This is an optimization exercise on Yosys and OpenROAD, whose aim is small area, a short achievable clock period and few clock cycles per item, not a production implementation. Function was checked by simulation only, so behaviour that the tests miss may differ from the original. No activity file was given, so power comes from the tool's default toggle rates.

job 8775:
// booth_multiplier
module booth_multiplier(clk, reset_n, multiplier, multiplicand, op_start, op_clear, result, op_done);
==> flow/config.mk <==
export PLATFORM = sky130hd
export DESIGN_NAME = booth_multiplier
export DESIGN_NICKNAME = booth_multiplier
export VERILOG_FILES = /design/flow/design.v
export SDC_FILE = /design/flow/constraint.sdc
export NUM_CORES = 4
export LEC_CHECK = 0
export CAP_MARGIN = 20
export CORE_MARGIN = 2
export CORE_UTILIZATION = 40
export SETUP_SLACK_MARGIN = 3.3
export SLEW_MARGIN = 20
export SYNTH_HIERARCHICAL = 1
export TNS_END_PERCENT = 20
==> flow/constraint.sdc <==
create_clock -name core_clock -period 6.0 [get_ports {clk}]
set_input_delay 1.2000 -clock core_clock [delete_from_list [all_inputs] [get_ports {clk}]]
set_output_delay 1.2000 -clock core_clock [all_outputs]
set_load 0.01 [all_outputs]
standard.sh (not shown) runs the stock make flow with config.mk's settings and CLKGATE_MAP_FILE= SYNTH_SCRIPT=/design/flow/synth_recipe.tcl, a recipe that flattens the netlist after the stock synthesis.
==> flow/flow/run.sh <==
#!/bin/bash
# Standard layout with two changes: the port buffers are plain buffers (buf_2)
# instead of delay buffers, and synthesis leaves adders to abc (no full-adder
# cells). Registers are untouched by either change.
bash standard.sh ADDER_MAP_FILE= "BUFFER_PORTS_ARGS=-buffer_cell sky130_fd_sc_hd__buf_2" finish > standard.log 2>&1
Job 8775: full flow OK, the timing, DRC and antenna checks passed
Testbench counts of job 8775, summed over its fixed seeds: cycles 5,760, items 480.
diff inputs: job 8775 => job 6139
- setting CTS_CLUSTER_DIAMETER to 100 for the first time
- removing TNS_END_PERCENT (formerly 20)
- setting CTS_CLUSTER_SIZE to 20 for the first time
Findings:
Delta(net switching component of the power, job 6139 - job 8775) < 0. Re count of standard-cell rows: no difference whatsoever between job 8775 and job 6139. NOTE static leakage job 8775->job 6139 decreased slightly.
Input changes introduced in job 1555 (baseline for comparison: job 6139):
- CTS_CLUSTER_SIZE: 20 -> unset
- CTS_CLUSTER_DIAMETER: 100 -> unset
[summary]
- Job 1555: PASS, flow complete, no timing, DRC or antenna violations
- Diff job 1555..job 6139 | total die area | negligible
- Measured against each other, job 1555 and job 6139 differ in post-layout worst setup margin, the higher figure coming from job 1555.
- Between job 6139 and job 1555, the required time of the worst setup path does not differ in any meaningful way.
- For number of combinational gates with multiple inputs, job 6139 and job 1555 come out practically identical.
- Status: routed wire length parity (job 6139, job 1555)
- Looking at signed area change from the synthesized netlist to the final layout, job 1555 sits 1.8 points above job 6139.
- Delta(final hold slack, job 1555 - job 6139) > 0
- Between job 1555 and job 6139, the difference in area used by sequential logic in the layout is negligible.
- met3 global-route usage for job 1555: 0.25 points down relative to job 6139
- Sort job 1555 and job 6139 by total clock buffers created by CTS, ascending, and job 6139 comes first.

========
booth_multiplier, a different RTL version from the one above (not shown whole).
Size: roughly 2500 cells after synthesis, ~260 I/O pins.
clock: 6.0 ns
lec_check: 0
cap_margin: 20
core_margin: 2
core_utilization: 40
setup_slack_margin: 3.3
slew_margin: 20
synth_hierarchical: 1
Scripts as last shown in full above: flow/flow/run.sh
The first run went through all stages and came out clean.
Testbench counts at the start, summed over its fixed seeds: cycles 5,760, items 480.
Rerun with:
--- a/flow/config.mk
+++ b/flow/config.mk
@@ -7,5 +7,8 @@
 export LEC_CHECK = 0
+export ABC_AREA = 1
 export CAP_MARGIN = 20
 export CORE_MARGIN = 2
-export CORE_UTILIZATION = 40
+export CORE_UTILIZATION = 50
+export CTS_CLUSTER_DIAMETER = 100
+export CTS_CLUSTER_SIZE = 20
 export SETUP_SLACK_MARGIN = 3.3
Outcome: Power decreases by 8.8%. Combinational power decreases by about 7%. Global-route usage increases by 8.1 points. Sequential power decreases by about 1%. Non-clock buffer count decreases by 54.
Rerun with:
==> flow/flow/run.sh (replaced) <==
#!/bin/bash
# Standard layout with two changes: the port buffers are plain buffers (buf_1)
# instead of delay buffers, and synthesis leaves adders to abc (no full-adder
# cells). Registers are untouched by either change.
bash standard.sh ADDER_MAP_FILE= "BUFFER_PORTS_ARGS=-buffer_cell sky130_fd_sc_hd__buf_1" finish > standard.log 2>&1
--- a/flow/config.mk
+++ b/flow/config.mk
@@ -7,3 +7,2 @@
 export LEC_CHECK = 0
-export ABC_AREA = 1
 export CAP_MARGIN = 20
Setup slack degrades by 160 ps.
Synthesized cell count goes down by 61%.
Wire length goes down by 26%.
Sequential share of layout area goes up by 4.3 points.
Final area goes down by 17%.
Core utilization goes up by 1.1 points.
Power goes up by 5.0%.
Via count goes down by 47%.
Rerun with:
==> flow/flow/run.sh (replaced) <==
#!/bin/bash
# Standard layout with two changes: the port buffers are plain buffers (buf_2)
# instead of delay buffers, and synthesis leaves adders to abc (no full-adder
# cells). Registers are untouched by either change.
bash standard.sh ADDER_MAP_FILE= "BUFFER_PORTS_ARGS=-buffer_cell sky130_fd_sc_hd__buf_2" finish > standard.log 2>&1
--- a/flow/config.mk
+++ b/flow/config.mk
@@ -7,2 +7,3 @@
 export LEC_CHECK = 0
+export ABC_AREA = 1
 export CAP_MARGIN = 20
@@ -12,3 +13,3 @@
 export CTS_CLUSTER_SIZE = 20
-export SETUP_SLACK_MARGIN = 3.3
+export SETUP_SLACK_MARGIN = 3.45
 export SLEW_MARGIN = 20
Global-route usage grows by 3.3 points.
Sequential cell count is unchanged.
Worst setup slack improves by 140 ps.
Sequential share of layout area shrinks by 4.3 points.

========
build 23:
RTL: one of the versions met above, not the one the previous note started from.
Size: ~2100 cells after synthesis, roughly 260 I/O pins.
clock: 6.0 ns
lec_check: 0
cap_margin: 20
core_margin: 2
core_utilization: 40
setup_slack_margin: 3.3
slew_margin: 20
synth_hierarchical: 1
run.sh (not shown) runs the stock make flow with config.mk's settings and CLKGATE_MAP_FILE= SYNTH_SCRIPT=/design/flow/synth_recipe.tcl, a recipe that flattens the netlist after the stock synthesis.
Stock flow here: none of the scripts above is used.
Testbench counts of build 23, summed over its fixed seeds: cycles 5,760, items 480.
[inputs] build 96 vs build 23
- changing SETUP_SLACK_MARGIN from 3.3 to 3.1
==> flow/flow/run.sh (new file) <==
#!/bin/bash
# Standard layout with two changes: the port buffers are plain buffers (buf_2)
# instead of delay buffers, and synthesis leaves adders to abc (no full-adder
# cells). Registers are untouched by either change.
bash standard.sh ADDER_MAP_FILE= "BUFFER_PORTS_ARGS=-buffer_cell sky130_fd_sc_hd__buf_2" finish > standard.log 2>&1
==> flow/standard.sh (new file) <==
#!/bin/bash
# synth_recipe.tcl (not shown) runs the flow's synth.tcl, then flattens the netlist and writes it again
# the make line also repeats each setting of config.mk as NAME=value (left out here)
make -C /OpenROAD-flow-scripts/flow DESIGN_CONFIG=/design/flow/config.mk WORK_HOME=/design/flow/orfs CLKGATE_MAP_FILE= SYNTH_SCRIPT=/design/flow/synth_recipe.tcl "${@:-finish}"
removed: flow/run.sh
Findings:
- Setup WNS build 23 -> build 96: worse
- Non-clock buffer count is lower on build 96
- Build 96 against build 23: total die area rose about 20%, area added between synthesis and finish went down by 24 points.
What build 1 does differently from build 96 at the input level:
- swapping 3.1 for 3.55 in SETUP_SLACK_MARGIN
Notes after the runs:
NOTE: met2 track demand over resource in build 1 exceeds that of build 96. Lower post-layout utilization of the core goes to build 96 over build 1. Per the comparison of build 1 with build 96, routability congestion estimate increased by about 0.7% relative to the old numbers, post-detailed-route via-to-cell ratio moved up, shortest period the worst path allows now sits lower. Build 1: power share of the combinational group 0.5 points above build 96. Looking at worst hold slack across both flows, build 1 is the weaker of the two, with build 96 ahead. Build 1 has wire length reported by the detailed router above what build 96 had. The final worst slack of build 1 was superior to that of build 96.

========
booth_multiplier, a different RTL version from the one above (not shown whole).
Size: about 260 I/O pins, roughly 0.023 sq mm of cells after synthesis.
==> flow/config.mk <==
export PLATFORM = sky130hd
export DESIGN_NAME = booth_multiplier
export DESIGN_NICKNAME = booth_multiplier
export VERILOG_FILES = /design/flow/design.v
export SDC_FILE = /design/flow/constraint.sdc
export NUM_CORES = 4
export LEC_CHECK = 0
export CAP_MARGIN = 20
export CORE_MARGIN = 2
export CORE_UTILIZATION = 40
export SETUP_SLACK_MARGIN = 3.3
export SLEW_MARGIN = 20
==> flow/constraint.sdc <==
create_clock -name core_clock -period 6.0 [get_ports {clk}]
set_input_delay 1.2000 -clock core_clock [delete_from_list [all_inputs] [get_ports {clk}]]
set_output_delay 1.2000 -clock core_clock [all_outputs]
set_load 0.01 [all_outputs]
standard.sh (not shown) runs the stock make flow with config.mk's settings and CLKGATE_MAP_FILE= SYNTH_SCRIPT=/design/flow/synth_recipe.tcl, a recipe that flattens the netlist after the stock synthesis.
==> flow/flow/run.sh <==
#!/bin/bash
# Standard layout, except that the port buffers are plain buffers (buf_2)
# instead of the delay buffers buffer_ports picks by default.
bash standard.sh "BUFFER_PORTS_ARGS=-buffer_cell sky130_fd_sc_hd__buf_2" finish > standard.log 2>&1
The starting point completed without violations.
Testbench counts at the start, summed over its fixed seeds: cycles 5,760, items 480.
==> next run, changes <==
==> flow/flow/run.sh (replaced) <==
#!/bin/bash
# Standard layout with two changes: the port buffers are plain buffers (buf_2)
# instead of delay buffers, and the resizer may swap a cell for one of
# another footprint.
bash standard.sh MATCH_CELL_FOOTPRINT=0 "BUFFER_PORTS_ARGS=-buffer_cell sky130_fd_sc_hd__buf_2" finish > standard.log 2>&1
After rerunning:
- via count hardly moves
- die area is unchanged
- power goes down by 0.40%
- count of clock-buffer cells in the layout goes up by 3
- worst setup slack gains 36 ps
- sequential share of layout area goes down by 0.18 points
- cell area goes up by 0.75%
- non-clock buffer count goes up by 35
- sequential power is about the same
- final cell count goes up by 0.90%

========
Setup of v10:
RTL: one of the versions met above, not the one the previous note started from.
For scale: roughly 2500 cells after synthesis, about 260 I/O pins.
Settings: LEC_CHECK=0, CAP_MARGIN=20, CORE_MARGIN=2, CORE_UTILIZATION=50, CTS_BUF_LIST=sky130_fd_sc_hd__clkbuf_4 sky130_fd_sc_hd__clkbuf_8 sky130_fd_sc_hd__clkbuf_16, CTS_CLUSTER_DIAMETER=100, CTS_CLUSTER_SIZE=20, SETUP_SLACK_MARGIN=3.3, SLEW_MARGIN=20, SYNTH_HIERARCHICAL=1; clock period 6.0 ns.
==> flow/flow/run.sh <==
#!/bin/bash
# Standard layout with two changes: the port buffers are plain buffers (buf_2)
# instead of delay buffers, and synthesis leaves adders to abc (no full-adder
# cells). Registers are untouched by either change.
bash standard.sh ADDER_MAP_FILE= "BUFFER_PORTS_ARGS=-buffer_cell sky130_fd_sc_hd__buf_2" finish > standard.log 2>&1
Testbench counts of v10, summed over its fixed seeds: cycles 5,760, items 480.
Setup changes, v10 to v6
--- a/flow/config.mk
+++ b/flow/config.mk
@@ -9,4 +9,3 @@
 export CORE_MARGIN = 2
-export CORE_UTILIZATION = 50
-export CTS_BUF_LIST = sky130_fd_sc_hd__clkbuf_4 sky130_fd_sc_hd__clkbuf_8 sky130_fd_sc_hd__clkbuf_16
+export CORE_UTILIZATION = 60
 export CTS_CLUSTER_DIAMETER = 100
Results
Relative to v10, the maximum clock frequency measured on v6 has decreased by a few percent.
sky130_fd_sc_hd__dfxtp_2 as the cell at the slowest stage of the critical path was reported by v10, and sky130_fd_sc_hd__dfxtp_4 by v6.
Between v10 and v6, shortest period the worst path allows increased.
Compared with v10, v6 shows met3 routing resource usage after global routing higher by 1.9 points.
In v6 the total chip power turned out 200 uW lower than in v10.
For the hold slack, v6 came in 0.013 ns higher than v10 did.
A startpoint of the most critical setup path of DS[7]$_SDFF_PN0_ is what v10 shows, while S[8]$_DFF_P_ belongs to v6.
Summary of v6 over v10: core occupancy in the finished layout +11 points; number of clock buffer instances in the layout increased about 12%; hold-fix buffer count after cts now sits at about the same level.
Input-level comparison between v13 and v6:
--- a/flow/config.mk
+++ b/flow/config.mk
@@ -9,5 +9,5 @@
 export CORE_MARGIN = 2
-export CORE_UTILIZATION = 60
-export CTS_CLUSTER_DIAMETER = 100
-export CTS_CLUSTER_SIZE = 20
+export CORE_UTILIZATION = 40
+export CTS_CLUSTER_DIAMETER = 80
+export CTS_CLUSTER_SIZE = 16
 export SETUP_SLACK_MARGIN = 3.3
Findings:
- v13 against v6: part of the total power dissipated in combinational logic dropped 2.5 points; met3 track utilization from global routing decreased by 0.83 points relative to the old numbers.
- Worst hold slack, v13 and v6: larger value in v6
- Changes observed in v13 relative to v6: detailed router's first-iteration violation count shows a reduction of about 14%; die area increased by 49% relative to the old numbers; clock insertion delay at the later pin of the skew report rose by 0.05 ns; area growth from synthesis to final layout has increased.
- Comparing v13 and v6, the higher met1 demand-to-capacity share in global routing is on v6.
- v13 vs v6: cell area up in v13
- When v13 is set beside v6, its power turns out to be 690 uW larger.

========
Starting RTL as in the previous note.
## booth_multiplier
module booth_multiplier(clk, reset_n, multiplier, multiplicand, op_start, op_clear, result, op_done);
==> flow/config.mk <==
export PLATFORM = sky130hd
export DESIGN_NAME = booth_multiplier
export DESIGN_NICKNAME = booth_multiplier
export VERILOG_FILES = /design/flow/design.v
export SDC_FILE = /design/flow/constraint.sdc
export NUM_CORES = 4
export LEC_CHECK = 0
export CAP_MARGIN = 20
export CORE_MARGIN = 2
export CORE_UTILIZATION = 45
export CTS_CLUSTER_DIAMETER = 100
export CTS_CLUSTER_SIZE = 20
export SETUP_SLACK_MARGIN = 3.3
export SLEW_MARGIN = 20
export SYNTH_HIERARCHICAL = 1
==> flow/constraint.sdc <==
create_clock -name core_clock -period 6.0 [get_ports {clk}]
set_input_delay 1.2000 -clock core_clock [delete_from_list [all_inputs] [get_ports {clk}]]
set_output_delay 1.2000 -clock core_clock [all_outputs]
set_load 0.01 [all_outputs]
Scripts as last shown in full above: flow/flow/run.sh
Testbench counts at the start, summed over its fixed seeds: cycles 5,760, items 480.
==> next run, changes <==
Settings changed: CORE_UTILIZATION 45 to 50.
Outcome: The changed run finished clean; total power decreases slightly; routed wire length falls slightly; global-route usage went up by 2.0 points; worst setup slack is better by 0.077 ns; first-iteration DRC count is higher by a quarter to a third; sequential power came out lower by a few percent; utilization climbs by 4.8 points; fmax goes up by a few percent; non-clock buffer count went down by 7; synthesized area does not change; flip-flop and latch count is unchanged.
==> next run, changes <==
Settings changed: SETUP_SLACK_MARGIN 3.3 to 3.4.
What happened:
- wire length rose by 1.4%
- clock-buffer cell count rose by 2
- worst setup slack loses 0.090 ns
- power rose by 0.90%
- sequential share of layout area fell by 0.23 points
- first-iteration DRC count fell by 6.2%

========
booth_multiplier again, from the RTL that the note above started with.
==> flow/design.v (excerpt) <==
module booth_multiplier(clk, reset_n, multiplier, multiplicand, op_start, op_clear, result, op_done);
	input clk, reset_n, op_start, op_clear;
	input [63:0] multiplier, multiplicand;
	output op_done;
	output [127:0] result;
	reg busy, fin, done;
	reg [2:0] cnt;
	wire idle = ~(busy | fin | done);
	wire last = (cnt == 3'd7);
	always @(posedge clk or negedge reset_n)
		if (!reset_n) begin
			busy <= 1'b0; fin <= 1'b0; done <= 1'b0;
		end else if (op_clear) begin
			busy <= 1'b0; fin <= 1'b0; done <= 1'b0;
		end else begin
			busy <= idle ? op_start : (busy & ~last);
			fin <= busy & last;
			done <= fin | done;
		end
	always @(posedge clk)
		cnt <= busy ? cnt + 1'b1 : 3'd0;
	reg [63:0] B;       
	reg [63:0] lo;      
	reg [63:0] S;       
	reg [62:0] C;       
	reg [7:0] DS, DC;  
	reg cf;             
	wire [8:0] eb = idle ? {multiplier[7:0], 1'b0} : lo[15:7];
	wire [3:0] n_one, n_two, n_neg;
	genvar g;
	generate for (g = 0; g < 4; g = g + 1) begin : enc
		assign n_one[g] = eb[2*g+1] ^ eb[2*g];
		assign n_two[g] = (eb[2*g+2] & ~eb[2*g+1] & ~eb[2*g]) | (~eb[2*g+2] & eb[2*g+1] & eb[2*g]);
		assign n_neg[g] = eb[2*g+2];
	end endgenerate
	reg [3:0] e_one, e_two, e_neg;     
	wire [3:0] n_nz = n_one | n_two;
	always @(posedge clk) begin
		e_one <= n_one; e_two <= n_two; e_neg <= n_neg;
	end
	wire [3:0] negb = e_neg;
	wire [64:0] bx = {B[63], B};
	wire [64:0] bx2 = {B, 1'b0};
	wire [64:0] pp0, px0;
	assign px0[64:0] = {65{e_neg[0]}} ^ (({65{e_one[0]}} & bx[64:0]) | ({65{e_two[0]}} & bx2[64:0]));
	assign pp0 = {~px0[64], px0[63:0]};
	wire [64:0] pp1, px1;
	assign px1[64:0] = {65{e_neg[1]}} ^ (({65{e_one[1]}} & bx[64:0]) | ({65{e_two[1]}} & bx2[64:0]));
	assign pp1 = {~px1[64], px1[63:0]};
	wire [64:0] pp2, px2;
	assign px2[64:0] = {65{e_neg[2]}} ^ (({65{e_one[2]}} & bx[64:0]) | ({65{e_two[2]}} & bx2[64:0]));
	assign pp2 = {~px2[64], px2[63:0]};
	wire [64:0] pp3, px3;
	assign px3[64:0] = {65{e_neg[3]}} ^ (({65{e_one[3]}} & bx[64:0]) | ({65{e_two[3]}} & bx2[64:0]));
	assign pp3 = {~px3[64], px3[63:0]};
  ...
Settings: LEC_CHECK=0, CAP_MARGIN=20, CORE_MARGIN=2, CORE_UTILIZATION=40, CTS_CLUSTER_DIAMETER=100, CTS_CLUSTER_SIZE=24, SETUP_SLACK_MARGIN=3.4, SLEW_MARGIN=20, SYNTH_HIERARCHICAL=1; clock period 6.0 ns.
Scripts as last shown in full above: flow/flow/run.sh
The first run went through all stages and came out clean.
Testbench counts at the start, summed over its fixed seeds: cycles 5,760, items 480.
Change:
CTS_CLUSTER_DIAMETER = default   (was 100)
CTS_CLUSTER_SIZE = default   (was 24)
Total power rises by 4.9%.
Wire length hardly moves.
Hold slack improves by 0.011 ns.
Cell area rises by 2.0%.
Via count goes up by 1.2%.
Change:
CTS_CLUSTER_DIAMETER = 100   (was default)
CTS_CLUSTER_SIZE = 20   (was default)
SETUP_SLACK_MARGIN = 3.3   (was 3.4)
=>
- The new run completed with no timing, DRC or antenna violations
- cell count drops by 1.4%
- routed wire length falls by 6.0%
- register-to-register slack stays flat
- synthesized cell count does not change
- die area does not change

what the ideal ports hide:
In the flow no input, the clock included, has a driving cell. The finished layouts below were timed again as built, in two steps. Step 1 (the two cells are an assumption about what drives the block):
set clk [get_ports {clk}]
set_driving_cell -lib_cell sky130_fd_sc_hd__clkbuf_16 $clk
set_driving_cell -lib_cell sky130_fd_sc_hd__buf_2 [delete_from_list [all_inputs] $clk]
Step 2 adds t to the input delays and takes it off the output delays; t is the mean of the earliest and latest rising clock arrival at the registers after step 1. Input paths then give back, and output paths get back, about the clock's delay inside the block. Three values: ideal ports, drivers, drivers and shift; two values: the first two.
run | shift t [ns] | setup slack, ns | hold WS [ns] | clock arrival spread, ns
job 8775 | 0.636 | 3.217 / 3.217 / 3.217 | 0.393 / 0.378 / 0.479 | 0.050 / 0.050
job 6139 | 0.651 | 3.315 / 3.310 / 3.315 | 0.362 / 0.353 / 0.485 | 0.049 / 0.048
job 1555 | 0.646 | 3.341 / 3.327 / 3.328 | 0.396 / 0.382 / 0.478 | 0.031 / 0.032
the first run of note 2 | 0.619 | 3.285 / 3.285 / 3.285 | 0.415 / 0.403 / 0.499 | 0.028 / 0.028
the second run of note 2 | 0.663 | 3.487 / 3.447 / 3.487 | 0.366 / 0.343 / 0.442 | 0.038 / 0.037
the third run of note 2 | 0.609 | 3.328 / 3.328 / 3.328 | 0.432 / 0.418 / 0.535 | 0.028 / 0.029
the fourth run of note 2 | 0.676 | 3.471 / 3.448 / 3.471 | 0.352 / 0.340 / 0.466 | 0.041 / 0.040
build 23 | 0.623 | 3.162 / 3.162 / 3.162 | 0.453 / 0.453 / 0.453 | 0.030 / 0.030
build 96 | 0.641 | 3.132 / 3.132 / 3.132 | 0.388 / 0.374 / 0.464 | 0.048 / 0.048
build 1 | 0.654 | 3.225 / 3.225 / 3.225 | 0.378 / 0.372 / 0.468 | 0.042 / 0.042
the first run of note 4 | 0.647 | 2.884 / 2.884 / 2.884 | 0.390 / 0.411 / 0.439 | 0.024 / 0.023
the second run of note 4 | 0.627 | 2.920 / 2.920 / 2.920 | 0.417 / 0.409 / 0.437 | 0.043 / 0.043
v10 | 0.619 | 3.355 / 3.355 / 3.355 | 0.401 / 0.387 / 0.498 | 0.038 / 0.039
v6 | 0.621 | 3.268 / 3.268 / 3.268 | 0.414 / 0.396 / 0.552 | 0.039 / 0.039
v13 | 0.671 | 3.278 / 3.278 / 3.278 | 0.358 / 0.347 / 0.505 | 0.033 / 0.032
the first run of note 6 | 0.647 | 3.278 / 3.278 / 3.278 | 0.377 / 0.350 / 0.498 | 0.031 / 0.031
the second run of note 6 | 0.616 | 3.355 / 3.355 / 3.355 | 0.402 / 0.387 / 0.497 | 0.044 / 0.044
the third run of note 6 | 0.617 | 3.265 / 3.265 / 3.265 | 0.423 / 0.419 / 0.506 | 0.023 / 0.023
the first run of note 7 | 0.623 | 3.335 / 3.335 / 3.335 | 0.397 / 0.385 / 0.499 | 0.042 / 0.042
the second run of note 7 | 0.622 | 3.355 / 3.355 / 3.355 | 0.408 / 0.403 / 0.490 | 0.023 / 0.022
the third run of note 7 | 0.623 | 3.348 / 3.348 / 3.348 | 0.399 / 0.389 / 0.510 | 0.029 / 0.029
After both steps every run listed still meets setup and hold. The setup slack of job 1555, which loses most, moves by -0.014 ns with the drivers and by -0.013 ns with both steps.
